Context: an optimization exercise on an open-source flow, tuned for small area, a short achievable clock period and few clock cycles per item. The choices shown serve that exercise and are no tape-out recipe. The RTL of this run was laid out without a check of its function. Power and IR drop assume default switching activity.

$ cat flow/run.sh
#!/bin/bash
# synth_recipe.tcl (not shown) runs the flow's synth.tcl, then flattens the netlist and writes it again
# the make line also repeats each setting of config.mk as NAME=value (left out here)
make -C /OpenROAD-flow-scripts/flow DESIGN_CONFIG=/design/flow/config.mk WORK_HOME=/design/flow/orfs CLKGATE_MAP_FILE= SYNTH_SCRIPT=/design/flow/synth_recipe.tcl finish
$ cat flow/config.mk
export PLATFORM = sky130hd
export DESIGN_NAME = filter
export DESIGN_NICKNAME = filter
export VERILOG_FILES = /design/flow/design.v
export SDC_FILE = /design/flow/constraint.sdc
export NUM_CORES = 4
export LEC_CHECK = 0
export CAP_MARGIN = 20
export CORE_MARGIN = 2
export CORE_UTILIZATION = 40
export SLEW_MARGIN = 20
export SYNTH_HIERARCHICAL = 1
$ cat flow/constraint.sdc
create_clock -name core_clock -period 10.0 [get_ports {clock}]
set_input_delay 2.0000 -clock core_clock [delete_from_list [all_inputs] [get_ports {clock}]]
set_output_delay 2.0000 -clock core_clock [all_outputs]
set_load 0.01 [all_outputs]
$ cat flow/design.v
module filter(
        input clock,
        input reset,
        input start,
        output reg done,
        input  [15:0] data_in,
        output reg [15:0] data_out
    );
    reg [15:0] h0, h1, h2, h3, h4, h5, h6;
    reg [23:0] p0;
    reg [23:0] p1;
    reg [23:0] p2;
    wire ld   = start & ~reset;
    wire hold = ~start & ~reset;
    wire [111:0] hq = {h6, h5, h4, h3, h2, h1, h0};
    wire [111:0] hn = {h5, h4, h3, h2, h1, h0, data_in};
    wire [111:0] hd;
    genvar gi;
    generate
        for (gi = 0; gi < 112; gi = gi + 1) begin : hsel
            ao22 m (ld, hn[gi], hold, hq[gi], hd[gi]);
        end
    endgenerate
    always @(posedge clock)
        {h6, h5, h4, h3, h2, h1, h0} <= hd;
    wire s0, c0;
    fa u0 (h0[2], h0[3], h1[0], s0, c0);
    wire s1, c1;
    fa u1 (h0[3], h0[4], h1[1], s1, c1);
    wire s2, c2;
    fa u2 (h1[3], h1[5], h2[0], s2, c2);
    wire s3, c3;
    ha u3 (h2[3], h3[0], s3, c3);
    wire s4, c4;
    fa u4 (h0[4], h0[5], h1[2], s4, c4);
    wire s5, c5;
    fa u5 (h1[4], h1[6], h2[1], s5, c5);
    wire s6, c6;
    fa u6 (h2[4], h3[1], h3[4], s6, c6);
    wire s7, c7;
    ha u7 (h4[2], h4[4], s7, c7);
    wire s8, c8;
    fa u8 (h0[5], h0[6], h1[3], s8, c8);
    wire s9, c9;
    fa u9 (h1[5], h1[7], h2[2], s9, c9);
    wire s10, c10;
    fa u10 (h2[5], h3[2], h3[5], s10, c10);
    wire s11, c11;
    fa u11 (h4[3], h4[5], h4[7], s11, c11);
    wire s12, c12;
    fa u12 (h0[6], h0[7], h1[4], s12, c12);
    wire s13, c13;
    fa u13 (h1[6], h1[8], h2[3], s13, c13);
    wire s14, c14;
    fa u14 (h2[6], h3[3], h3[6], s14, c14);
    wire s15, c15;
    fa u15 (h4[4], h4[6], h4[8], s15, c15);
    wire s16, c16;
    fa u16 (h0[7], h0[8], h1[5], s16, c16);
    wire s17, c17;
    fa u17 (h1[7], h1[9], h2[4], s17, c17);
    wire s18, c18;
    fa u18 (h2[7], h3[4], h3[7], s18, c18);
    wire s19, c19;
    fa u19 (h4[5], h4[7], h4[9], s19, c19);
    wire s20, c20;
    fa u20 (h0[8], h0[9], h1[10], s20, c20);
    wire s21, c21;
    fa u21 (h1[6], h1[8], h2[5], s21, c21);
    wire s22, c22;
    fa u22 (h2[8], h3[5], h3[8], s22, c22);
    wire s23, c23;
    fa u23 (h4[10], h4[6], h4[8], s23, c23);
    wire s24, c24;
    fa u24 (h0[10], h0[9], h1[11], s24, c24);
    wire s25, c25;
    fa u25 (h1[7], h1[9], h2[6], s25, c25);
    wire s26, c26;
    fa u26 (h2[9], h3[6], h3[9], s26, c26);
    wire s27, c27;
    fa u27 (h4[11], h4[7], h4[9], s27, c27);
    wire s28, c28;
    fa u28 (h0[10], h0[11], h1[10], s28, c28);
    wire s29, c29;
    fa u29 (h1[12], h1[8], h2[10], s29, c29);
    wire s30, c30;
    fa u30 (h2[7], h3[10], h3[7], s30, c30);
    wire s31, c31;
    fa u31 (h4[10], h4[12], h4[8], s31, c31);
    wire s32, c32;
    fa u32 (h0[11], h0[12], h1[11], s32, c32);
    wire s33, c33;
    fa u33 (h1[13], h1[9], h2[11], s33, c33);
    wire s34, c34;
    fa u34 (h2[8], h3[11], h3[8], s34, c34);
    wire s35, c35;
    fa u35 (h4[11], h4[13], h4[9], s35, c35);
    wire s36, c36;
    fa u36 (h0[12], h0[13], h1[10], s36, c36);
    wire s37, c37;
    fa u37 (h1[12], h1[14], h2[12], s37, c37);
    wire s38, c38;
    fa u38 (h2[15], h2[9], h3[12], s38, c38);
    wire s39, c39;
    fa u39 (h3[15], h3[9], h4[10], s39, c39);
    wire s40, c40;
    fa u40 (1'b1, h0[13], h0[14], s40, c40);
    wire s41, c41;
    fa u41 (h1[11], h1[13], h2[10], s41, c41);
    wire s42, c42;
    fa u42 (h2[13], h3[10], h3[13], s42, c42);
    wire s43, c43;
    ha u43 (h4[11], h4[13], s43, c43);
    wire s44, c44;
    fa u44 (1'b1, h0[14], h1[12], s44, c44);
    wire s45, c45;
    fa u45 (h1[14], h2[11], h2[14], s45, c45);
    wire s46, c46;
    fa u46 (h0[0], h0[1], h1[0], s46, c46);
    wire s47, c47;
    fa u47 (h1[2], h2[0], h3[0], s47, c47);
    wire s48, c48;
    fa u48 (h0[1], h0[2], h1[1], s48, c48);
    wire s49, c49;
    fa u49 (h1[3], h2[1], h3[1], s49, c49);
    wire s50, c50;
    fa u50 (h4[1], h4[3], h5[1], s50, c50);
    wire s51, c51;
    fa u51 (h1[2], h1[4], h2[2], s51, c51);
    wire s52, c52;
    fa u52 (h3[2], h4[0], h4[2], s52, c52);
    wire s53, c53;
    fa u53 (h4[4], h5[2], h5[3], s53, c53);
    wire s54, c54;
    ha u54 (h6[4], ~h2[5], s54, c54);
    wire s55, c55;
    fa u55 (h3[3], h4[1], h4[3], s55, c55);
    wire s56, c56;
    fa u56 (h4[5], h5[3], h5[4], s56, c56);
    wire s57, c57;
    fa u57 (h6[5], ~h2[6], ~h3[6], s57, c57);
    wire s58, c58;
    fa u58 (s3, c0, s1, s58, c58);
    wire s59, c59;
    fa u59 (h4[6], h5[4], h5[5], s59, c59);
    wire s60, c60;
    fa u60 (h6[6], ~h2[7], ~h3[7], s60, c60);
    wire s61, c61;
    fa u61 (c3, s7, c1, s61, c61);
    wire s62, c62;
    fa u62 (c2, s4, s5, s62, c62);
    wire s63, c63;
    fa u63 (h5[5], h5[6], h6[7], s63, c63);
    wire s64, c64;
    fa u64 (~h2[8], ~h3[8], c7, s64, c64);
    wire s65, c65;
    fa u65 (c4, c5, c6, s65, c65);
    wire s66, c66;
    fa u66 (s10, s11, s8, s66, c66);
    wire s67, c67;
    fa u67 (h5[6], h5[7], h6[8], s67, c67);
    wire s68, c68;
    fa u68 (~h2[9], ~h3[9], c10, s68, c68);
    wire s69, c69;
    fa u69 (c11, c8, c9, s69, c69);
    wire s70, c70;
    fa u70 (s12, s13, s14, s70, c70);
    wire s71, c71;
    fa u71 (h5[7], h5[8], h6[9], s71, c71);
    wire s72, c72;
    fa u72 (~h2[10], ~h3[10], c12, s72, c72);
    wire s73, c73;
    fa u73 (c13, c14, c15, s73, c73);
    wire s74, c74;
    fa u74 (s16, s17, s18, s74, c74);
    wire s75, c75;
    fa u75 (h5[8], h5[9], h6[10], s75, c75);
    wire s76, c76;
    fa u76 (~h2[11], ~h3[11], c16, s76, c76);
    wire s77, c77;
    fa u77 (c17, c18, c19, s77, c77);
    wire s78, c78;
    fa u78 (s20, s21, s22, s78, c78);
    wire s79, c79;
    fa u79 (h5[10], h5[9], h6[11], s79, c79);
    wire s80, c80;
    fa u80 (~h2[12], ~h3[12], c20, s80, c80);
    wire s81, c81;
    fa u81 (c21, c22, c23, s81, c81);
    wire s82, c82;
    fa u82 (s24, s25, s26, s82, c82);
    wire s83, c83;
    fa u83 (h5[10], h5[11], h6[12], s83, c83);
    wire s84, c84;
    fa u84 (~h2[13], ~h3[13], c24, s84, c84);
    wire s85, c85;
    fa u85 (c25, c26, c27, s85, c85);
    wire s86, c86;
    fa u86 (s28, s29, s30, s86, c86);
    wire s87, c87;
    fa u87 (h5[11], h5[12], h6[13], s87, c87);
    wire s88, c88;
    fa u88 (~h2[14], ~h3[14], c28, s88, c88);
    wire s89, c89;
    fa u89 (c29, c30, c31, s89, c89);
    wire s90, c90;
    fa u90 (s32, s33, s34, s90, c90);
    wire s91, c91;
    fa u91 (h4[12], h4[14], h5[12], s91, c91);
    wire s92, c92;
    fa u92 (h5[13], h6[14], c32, s92, c92);
    wire s93, c93;
    fa u93 (c33, c34, c35, s93, c93);
    wire s94, c94;
    fa u94 (s36, s37, s38, s94, c94);
    wire s95, c95;
    fa u95 (h5[13], h5[14], ~h1[15], s95, c95);
    wire s96, c96;
    fa u96 (~h4[15], ~h6[15], s43, s96, c96);
    wire s97, c97;
    fa u97 (c36, c37, c38, s97, c97);
    wire s98, c98;
    fa u98 (c39, s40, s41, s98, c98);
    wire s99, c99;
    fa u99 (h3[11], h3[14], h4[12], s99, c99);
    wire s100, c100;
    fa u100 (h4[14], h5[14], ~h0[15], s100, c100);
    wire s101, c101;
    fa u101 (~h5[15], c43, c40, s101, c101);
    wire s102, c102;
    fa u102 (c41, c42, s44, s102, c102);
    wire s103, c103;
    fa u103 (1'b1, h1[13], h2[12], s103, c103);
    wire s104, c104;
    fa u104 (h3[12], h4[13], ~h0[15], s104, c104);
    wire s105, c105;
    fa u105 (~h1[15], ~h2[15], ~h3[15], s105, c105);
    wire s106, c106;
    fa u106 (~h4[15], ~h5[15], c44, s106, c106);
    wire s107, c107;
    ha u107 (h0[0], h1[1], s107, c107);
    wire s108, c108;
    fa u108 (h4[0], h4[2], h5[0], s108, c108);
    wire s109, c109;
    fa u109 (h5[1], h6[2], ~h2[3], s109, c109);
    wire s110, c110;
    fa u110 (h5[2], h6[3], ~h2[4], s110, c110);
    wire s111, c111;
    fa u111 (~h3[4], c46, c47, s111, c111);
    wire s112, c112;
    ha u112 (s48, s49, s112, c112);
    wire s113, c113;
    fa u113 (~h3[5], s54, c48, s113, c113);
    wire s114, c114;
    fa u114 (c49, c50, s0, s114, c114);
    wire s115, c115;
    fa u115 (s51, s52, s53, s115, c115);
    wire s116, c116;
    fa u116 (c54, c51, c52, s116, c116);
    wire s117, c117;
    fa u117 (c53, s2, s55, s117, c117);
    wire s118, c118;
    fa u118 (s56, s57, s58, s118, c118);
    wire s119, c119;
    fa u119 (c55, c56, c57, s119, c119);
    wire s120, c120;
    fa u120 (s59, s6, s60, s120, c120);
    wire s121, c121;
    fa u121 (c58, s61, s62, s121, c121);
    wire s122, c122;
    fa u122 (c59, c60, s63, s122, c122);
    wire s123, c123;
    fa u123 (s9, s64, c61, s123, c123);
    wire s124, c124;
    fa u124 (c62, s65, s66, s124, c124);
    wire s125, c125;
    fa u125 (c63, s15, s67, s125, c125);
    wire s126, c126;
    fa u126 (c64, c65, c66, s126, c126);
    wire s127, c127;
    fa u127 (s68, s69, s70, s127, c127);
    wire s128, c128;
    fa u128 (c67, s19, s71, s128, c128);
    wire s129, c129;
    fa u129 (c68, c69, c70, s129, c129);
    wire s130, c130;
    fa u130 (s72, s73, s74, s130, c130);
    wire s131, c131;
    fa u131 (c71, s23, s75, s131, c131);
    wire s132, c132;
    fa u132 (c72, c73, c74, s132, c132);
    wire s133, c133;
    fa u133 (s76, s77, s78, s133, c133);
    wire s134, c134;
    fa u134 (c75, s27, s79, s134, c134);
    wire s135, c135;
    fa u135 (c76, c77, c78, s135, c135);
    wire s136, c136;
    fa u136 (s80, s81, s82, s136, c136);
    wire s137, c137;
    fa u137 (c79, s31, s83, s137, c137);
    wire s138, c138;
    fa u138 (c80, c81, c82, s138, c138);
    wire s139, c139;
    fa u139 (s84, s85, s86, s139, c139);
    wire s140, c140;
    fa u140 (c83, s35, s87, s140, c140);
    wire s141, c141;
    fa u141 (c84, c85, c86, s141, c141);
    wire s142, c142;
    fa u142 (s88, s89, s90, s142, c142);
    wire s143, c143;
    fa u143 (c87, s39, s91, s143, c143);
    wire s144, c144;
    fa u144 (c88, c89, c90, s144, c144);
    wire s145, c145;
    fa u145 (s92, s93, s94, s145, c145);
    wire s146, c146;
    fa u146 (c91, s42, s95, s146, c146);
    wire s147, c147;
    fa u147 (c92, c93, s96, s147, c147);
    wire s148, c148;
    fa u148 (c94, s97, s98, s148, c148);
    wire s149, c149;
    fa u149 (c95, s100, s45, s149, c149);
    wire s150, c150;
    fa u150 (s99, c96, c97, s150, c150);
    wire s151, c151;
    fa u151 (c98, s101, s102, s151, c151);
    wire s152, c152;
    fa u152 (c100, c45, c99, s152, c152);
    wire s153, c153;
    fa u153 (s103, s104, s105, s153, c153);
    wire s154, c154;
    fa u154 (c101, c102, s106, s154, c154);
    wire s155, c155;
    fa u155 (1'b1, h1[14], h2[13], s155, c155);
    wire s156, c156;
    fa u156 (h3[13], h4[14], c103, s156, c156);
    wire s157, c157;
    fa u157 (c104, c105, c106, s157, c157);
    wire s158, c158;
    fa u158 (1'b1, h2[14], h3[14], s158, c158);
    wire s159, c159;
    fa u159 (1'b1, h1[0], h4[0], s159, c159);
    wire s160, c160;
    fa u160 (h4[1], h5[0], h6[1], s160, c160);
    wire s161, c161;
    ha u161 (~h2[2], ~h3[2], s161, c161);
    wire s162, c162;
    fa u162 (~h3[3], c107, s108, s162, c162);
    wire s163, c163;
    fa u163 (s109, s46, s47, s163, c163);
    wire s164, c164;
    fa u164 (c108, c109, s110, s164, c164);
    wire s165, c165;
    fa u165 (s50, s112, s111, s165, c165);
    wire s166, c166;
    fa u166 (c110, c112, c111, s166, c166);
    wire s167, c167;
    fa u167 (s113, s114, s115, s167, c167);
    wire s168, c168;
    fa u168 (c113, c114, c115, s168, c168);
    wire s169, c169;
    fa u169 (s116, s117, s118, s169, c169);
    wire s170, c170;
    fa u170 (c116, c117, s119, s170, c170);
    wire s171, c171;
    fa u171 (s120, c118, s121, s171, c171);
    wire s172, c172;
    fa u172 (c119, c120, s122, s172, c172);
    wire s173, c173;
    fa u173 (s123, c121, s124, s173, c173);
    wire s174, c174;
    fa u174 (c122, s125, c123, s174, c174);
    wire s175, c175;
    fa u175 (c124, s126, s127, s175, c175);
    wire s176, c176;
    fa u176 (c125, s128, c126, s176, c176);
    wire s177, c177;
    fa u177 (c127, s129, s130, s177, c177);
    wire s178, c178;
    fa u178 (c128, s131, c129, s178, c178);
    wire s179, c179;
    fa u179 (c130, s132, s133, s179, c179);
    wire s180, c180;
    fa u180 (c131, s134, c132, s180, c180);
    wire s181, c181;
    fa u181 (c133, s135, s136, s181, c181);
    wire s182, c182;
    fa u182 (c134, s137, c135, s182, c182);
    wire s183, c183;
    fa u183 (c136, s138, s139, s183, c183);
    wire s184, c184;
    fa u184 (c137, s140, c138, s184, c184);
    wire s185, c185;
    fa u185 (c139, s141, s142, s185, c185);
    wire s186, c186;
    fa u186 (c140, s143, c141, s186, c186);
    wire s187, c187;
    fa u187 (c142, s144, s145, s187, c187);
    wire s188, c188;
    fa u188 (c143, s146, c144, s188, c188);
    wire s189, c189;
    fa u189 (s147, c145, s148, s189, c189);
    wire s190, c190;
    fa u190 (c146, s149, c147, s190, c190);
    wire s191, c191;
    fa u191 (s150, c148, s151, s191, c191);
    wire s192, c192;
    fa u192 (c149, s152, s153, s192, c192);
    wire s193, c193;
    fa u193 (c150, c151, s154, s193, c193);
    wire s194, c194;
    fa u194 (s155, c152, c153, s194, c194);
    wire s195, c195;
    fa u195 (s156, c154, s157, s195, c195);
    wire s196, c196;
    fa u196 (~h1[15], ~h4[15], c155, s196, c196);
    wire s197, c197;
    fa u197 (s158, c156, c157, s197, c197);
    wire s198, c198;
    fa u198 (1'b1, ~h2[15], ~h3[15], s198, c198);
    wire s199, c199;
    ha u199 (h6[0], ~h2[1], s199, c199);
    wire s200, c200;
    fa u200 (s107, s161, c159, s200, c200);
    wire s201, c201;
    fa u201 (c161, c160, s162, s201, c201);
    wire s202, c202;
    fa u202 (c162, c163, s164, s202, c202);
    wire s203, c203;
    fa u203 (c164, c165, s166, s203, c203);
    wire s204, c204;
    fa u204 (c166, c167, s168, s204, c204);
    wire s205, c205;
    fa u205 (c168, s170, c169, s205, c205);
    wire s206, c206;
    fa u206 (c170, s172, c171, s206, c206);
    wire s207, c207;
    fa u207 (c172, s174, c173, s207, c207);
    wire s208, c208;
    fa u208 (c174, s176, c175, s208, c208);
    wire s209, c209;
    fa u209 (c176, s178, c177, s209, c209);
    wire s210, c210;
    fa u210 (c178, s180, c179, s210, c210);
    wire s211, c211;
    fa u211 (c180, s182, c181, s211, c211);
    wire s212, c212;
    fa u212 (c182, s184, c183, s212, c212);
    wire s213, c213;
    fa u213 (c184, s186, c185, s213, c213);
    wire s214, c214;
    fa u214 (c186, s188, c187, s214, c214);
    wire s215, c215;
    fa u215 (c188, s190, c189, s215, c215);
    wire s216, c216;
    fa u216 (s192, c190, c191, s216, c216);
    wire s217, c217;
    fa u217 (c192, s194, c193, s217, c217);
    wire s218, c218;
    fa u218 (s196, c194, c195, s218, c218);
    wire s219, c219;
    fa u219 (c158, s198, c196, s219, c219);
    wire [23:0] pn0 = {1'b0, 1'b1, s219, s197, s195, s193, s191, s189, s187, s185, s183, s181, s179, s177, s175, s173, c204, c203, c202, c201, c200, c199, ~h3[1], ~h2[0]};
    wire [23:0] pn1 = {1'b0, c198, c197, c217, c216, c215, c214, c213, c212, c211, c210, c209, c208, c207, c206, c205, s171, s204, s167, s165, s163, s160, s199, ~h3[0]};
    wire [23:0] pn2 = {1'b0, c219, c218, s218, s217, s216, s215, s214, s213, s212, s211, s210, s209, s208, s207, s206, s205, s169, s203, s202, s201, s200, s159, 1'b0};
    wire s220, c220;
    ha u220 (h0[0], p0[1], s220, c220);
    wire s221, c221;
    fa u221 (h0[1], p0[2], p1[2], s221, c221);
    wire s222, c222;
    fa u222 (h0[2], p0[3], p1[3], s222, c222);
    wire s223, c223;
    fa u223 (h0[3], p0[4], p1[4], s223, c223);
    wire s224, c224;
    fa u224 (h0[4], p0[5], p1[5], s224, c224);
    wire s225, c225;
    fa u225 (h0[5], p0[6], p1[6], s225, c225);
    wire s226, c226;
    fa u226 (h0[6], p0[7], p1[7], s226, c226);
    wire s227, c227;
    fa u227 (h0[7], p0[8], p1[8], s227, c227);
    wire s228, c228;
    fa u228 (h0[8], p0[9], p1[9], s228, c228);
    wire s229, c229;
    fa u229 (h0[9], p0[10], p1[10], s229, c229);
    wire s230, c230;
    fa u230 (h0[10], p0[11], p1[11], s230, c230);
    wire s231, c231;
    fa u231 (h0[11], p0[12], p1[12], s231, c231);
    wire s232, c232;
    fa u232 (h0[12], p0[13], p1[13], s232, c232);
    wire s233, c233;
    fa u233 (h0[13], p0[14], p1[14], s233, c233);
    wire s234, c234;
    fa u234 (h0[14], p0[15], p1[15], s234, c234);
    wire s235, c235;
    fa u235 (p0[16], p1[16], p2[16], s235, c235);
    wire s236, c236;
    ha u236 (p0[17], p1[17], s236, c236);
    wire s237, c237;
    ha u237 (p0[18], p1[18], s237, c237);
    wire s238, c238;
    ha u238 (p0[19], p1[19], s238, c238);
    wire s239, c239;
    ha u239 (p0[20], p1[20], s239, c239);
    wire s240, c240;
    ha u240 (p0[21], p1[21], s240, c240);
    wire s241, c241;
    ha u241 (p0[22], p1[22], s241, c241);
    wire s242, c242;
    ha u242 (p1[1], p2[1], s242, c242);
    wire s243, c243;
    fa u243 (p2[2], c220, s221, s243, c243);
    wire s244, c244;
    fa u244 (p2[3], c221, s222, s244, c244);
    wire s245, c245;
    fa u245 (p2[4], c222, s223, s245, c245);
    wire s246, c246;
    fa u246 (p2[5], c223, s224, s246, c246);
    wire s247, c247;
    fa u247 (p2[6], c224, s225, s247, c247);
    wire s248, c248;
    fa u248 (p2[7], c225, s226, s248, c248);
    wire s249, c249;
    fa u249 (p2[8], c226, s227, s249, c249);
    wire s250, c250;
    fa u250 (p2[9], c227, s228, s250, c250);
    wire s251, c251;
    fa u251 (p2[10], c228, s229, s251, c251);
    wire s252, c252;
    fa u252 (p2[11], c229, s230, s252, c252);
    wire s253, c253;
    fa u253 (p2[12], c230, s231, s253, c253);
    wire s254, c254;
    fa u254 (p2[13], c231, s232, s254, c254);
    wire s255, c255;
    fa u255 (p2[14], c232, s233, s255, c255);
    wire s256, c256;
    fa u256 (p2[15], c233, s234, s256, c256);
    wire s257, c257;
    fa u257 (~h0[15], c234, s235, s257, c257);
    wire s258, c258;
    fa u258 (p2[17], s236, c235, s258, c258);
    wire s259, c259;
    fa u259 (p2[18], c236, s237, s259, c259);
    wire s260, c260;
    fa u260 (p2[19], c237, s238, s260, c260);
    wire s261, c261;
    fa u261 (p2[20], c238, s239, s261, c261);
    wire s262, c262;
    fa u262 (p2[21], c239, s240, s262, c262);
    wire s263, c263;
    fa u263 (p2[22], c240, s241, s263, c263);
    wire [23:0] r0 = {c241, c262, c261, c260, c259, c258, c257, c256, c255, c254, c253, c252, c251, c250, c249, c248, c247, c246, c245, c244, c243, c242, s220, p0[0]};
    wire [23:0] r1 = {c263, s263, s262, s261, s260, s259, s258, s257, s256, s255, s254, s253, s252, s251, s250, s249, s248, s247, s246, s245, s244, s243, s242, p1[0]};
    wire [23:0] y = r0 + r1;
    always @(posedge clock) begin
        p0 <= pn0;
        p1 <= pn1;
        p2 <= pn2;
    end
    reg dn;
    wire ldo   = dn & ~reset;
    wire holdo = ~dn & ~reset;
    wire [15:0] od;
    generate
        for (gi = 0; gi < 16; gi = gi + 1) begin : osel
            ao22 m (ldo, y[gi + 8], holdo, data_out[gi], od[gi]);
        end
    endgenerate
    always @(posedge clock) begin
        done <= start & ~reset;
        dn <= start & ~reset;
        data_out <= od;
    end
endmodule
module fa(input a, input b, input c, output s, output co);
    assign s  = a ^ b ^ c;
    assign co = (a & b) | (a & c) | (b & c);
endmodule
module ao22(input a1, input a2, input b1, input b2, output y);
    assign y = (a1 & a2) | (b1 & b2);
endmodule
module ha(input a, input b, output s, output co);
    assign s  = a ^ b;
    assign co = a & b;
endmodule
==> results.yml <==
job:
  maxCapViolCount: 0
power_and_ir_drop:
  p_total_w: 0.00266
  p_sw_frac: 0.368
  internal_power_w: 0.00168
  share_comb_of_total_power: 0.406
  seqPwrFrac: 0.347
  p_switching_w: 0.000980
  leakagePower_nw: 5.50
  clockPowerShare: 0.247
  p_per_area_mw_per_mm2: 208
  irDropWorstVdd_v: 0.000129
synthesis:
  synth_compound_area_frac: 0.131
  yosys_warnings: 7
  yosys.area_share.adder: 0.479
  synth_mux_area_frac: 0.000881
  syn_area_per_cell_um2: 14.9
  synth_xor_area_frac: 0.0108
  yosys.area_share.simple: 0.0183
  synth_top_family_by_area: "adder cells"
  synth.largest_area_cell: "fa_1"
  async_flop_share: 0
  synth_edf_count: 0
  synth_cells: 762
  syn-cell-area_mm2: 0.0114
  ys_types: 41
  synth-seq-cells: 196
  synth.area.top_cells: "fa_1, dfxtp_1, a22o_1, ha_1, inv_1"
  synth_top_area_frac: 0.437
  synthFlopType: "dfxtp_1"
  ys_seq_area_frac: 0.345
critical_path:
  critPathLaunchType: "input port"
  cp_num_cells: 4
  cp-end-kind: "register"
  critPathKind: "input port to register"
  worstPathMaxFanout: 84
  cpPeakStageDelay_ns: 0.84
  reg2reg_from: "h0[1]"
  critPathSlowestCell: "buf_4"
  reg2reg_depth: 10
  endpoint: "h6[2]"
  crit_start: "reset"
  arrival_ns: 4.37
  crit_chain: "clkdlybuf4s50_1, nor2b_4, buf_4, a22o_1"
  cp_top_family: "buffers and inverters"
  cp.buffers_inverters: 2
  rr_endpoint: "data_out[14]"
  crit_required_ns: 10.38
  r2r_slack_ns: 6.23
route:
  drcViolationCount: 0
  drt_pre_antenna_iters: 4
  wl_per_cell_um: 20.3
  routed_wl_mm: 24.7
  first_iter_violations: 356
  avgViaCountPerCell: 5.19
  antenna_left: 0
  via_count: 6296
run_status:
  status: "finished clean"
clock_network:
  cts_tree: "done"
  cts_buffers: 17
  cts.sinks: 196
  cts_hold_buf: 0
  clk_path_buf_depth: 2
  cts_resized: 0
  post-cts-setup-buffers: 0
  clkSlewWorstSetupHoldPaths_ns: 0.07
  h-tree-depth: 4
  clockRootBuffer: "clkbuf_16"
  worstSkewPairLatency_ns: 0.44
floorplanning:
  die_y_um: 173
  io_pins: 36
  row_count: 61
  die_w_um: 173
  dieArea_mm2: 0.0298
  core_mm2: 0.0279
  initial_core_util: 0.408
timing:
  drv_slew: 0
  fin_skew_ns: 0.0116
  fin_crit_ns: 3.99
  fin_setup_tns_ns: 0
  fin_crit_sh: 0.399
  worst_pin_slew_ns: 0.915
  timing_hold_violations_final: 0
  rsz0062_at_grt: "false"
  setup_ws_ns: 6.01
  max_freq_ghz: 0.251
  maxSlewHeadroom: 0.390
  final-setup-viol-count: 0
placed_design:
  io_buffers: 35
  gp_congestion: 0.832
  dp_slack_ns: 5.58
  dp_hpwl_mm: 19.2
  dp.cells: 1182
layout:
  layout_commonest_cell: "fa_1"
  areaGrowthSynthToFinish_pct: 12.7
  drive_above_1_share: 0.0514
  antenna_cells: 0
  fillers: 2466
  stdcell_count: 1214
  fin_nets: 1128
  mostFrequentLayoutCells: "fa_1, dfxtp_1, a22o_1"
global_route:
  grt_max_degree: 85
  antenna_found_initial: 0
  grt_usage: 0.177
  grt_pass1_wl_mm: 39.8
  grt_pass1_vias: 7099
  grt_remaining_overflow: 0
hold_path:
  hold_class: "register to register"
  hold-path-cell-count: 1
-- how the worst min path moves through the flow --
stage,slack [ns],from,to
global placement,0.43,h3[0],p1[0]
CTS,0.45,h3[0],p1[0]
finish,0.45,h3[0],p1[0]
floorplan,0.40,h3[0],p1[0]
global route,0.47,h3[0],p1[0]
detailed placement,0.43,h3[0],p1[0]
-- cell families after synthesis --
family / after synthesis
adders and majority gates: 286
DFF: 196
AOI/OAI and AO/OA: 180
buffers and inverters: 43
and+or+nand+nor: 41
xor gates and xnor gates: 14
other: 1
muxes: 1
-- registers in the layout, indices dropped and copies added, names as in the netlist --
register,count
h3,16
h2,16
h0,16
p1,23
p2,22
p0,22
h5,16
h1,16
data_out,16
h6,16
h4,16
dn,1
-- per-stage QoR --
stage	utilization	instance area [µm²]	hold slack, ns
final	0.459	12800	0.450
after global routing	0.459	12800	0.471
after CTS	0.459	12800	0.448
after detailed placement	0.439	12200	0.432
after global placement	0.439	12200	0.433
after floorplan	-	11400	0.405
-- final cells by class --
class | instances | area (µm²) | area share
Sequential cell | 196 | 3920 | 0.307
Multi-Input combinational cell | 530 | 7320 | 0.572
Inverter | 41 | 154 | 0.0120
Timing Repair Buffer | 37 | 365 | 0.0285
Clock buffer | 19 | 443 | 0.0346
Tap cell | 378 | 473 | 0.0370
Clock inverter | 13 | 124 | 0.00968
-- power by group through the flow --
stage / sequential [W] / combinational (W) / clock, W
final: 0.000924 / 0.00108 / 0.000658
after floorplan: 0.000940 / 0.000794 / 0
after global routing: 0.000935 / 0.00121 / 0.000709
after global placement: 0.000942 / 0.00107 / 0
after CTS: 0.000927 / 0.00108 / 0.000673
after detailed placement: 0.000945 / 0.00107 / 0
-- cells in the mapped netlist, drive strengths merged, types with 2 or more instances --
master	number
nor2	12
o31ai	2
o311ai	2
xor2	7
a21o	3
o21bai	6
and2	2
nor2b	2
buf	2
nand2	9
nand4	4
fa	248
a22o	128
dfxtp	196
ha	38
o21ai	11
nor3	4
a211oi	4
xnor2	7
inv	41
nand3	4
a21oi	16
-- routing by layer --
layer  track usage  share of wire  vias up
met1         0.224           0.42     3366
met5             0              0        -
li1              -              -     2802
met3        0.0316          0.028       26
met4        0.0556          0.020        0
met2         0.310           0.53      102
-- per-module statistics from Yosys (local to each module, per instance) --
module  flops+latches  times used
filter            196           1
ha                  0          16
fa                  0         248
ao22                0         128
-- worst reg2reg max path: cells and delay by family (launching register included) --
kind                     cells  cell delay [ns]
AO/OA/AOI/OAI                5             1.27
adder cells (fa/ha/maj)      3             1.21
AND/OR/NAND/NOR              2             0.70
flip-flops                   1             0.55

-- afterwards: timing with drivers on the ports --
In the flow no input, the clock included, has a driving cell. The finished layout below was timed again as built, in two steps.
Step 1 assumes that a clkbuf_16 drives the clock port and a buf_2 every other input.
Step 2, shift: input delay + t, output delay - t, t = (earliest + latest rising clock arrival at the registers) / 2. This alone moves slack from input paths to output paths.
Three values: ideal, step 1, step 2; two values: the first two.
t, ns: 0.481
slack for setup (ns): 6.010 / 6.036 / 5.555
clock arrival spread, ns: 0.012 / 0.012
worst register clock-pin slew, ns: 0.08 / 0.08
After both steps setup and hold are still met in this run. For this run, drivers alone change the setup slack by +0.026 ns; drivers and shift together by -0.455 ns.
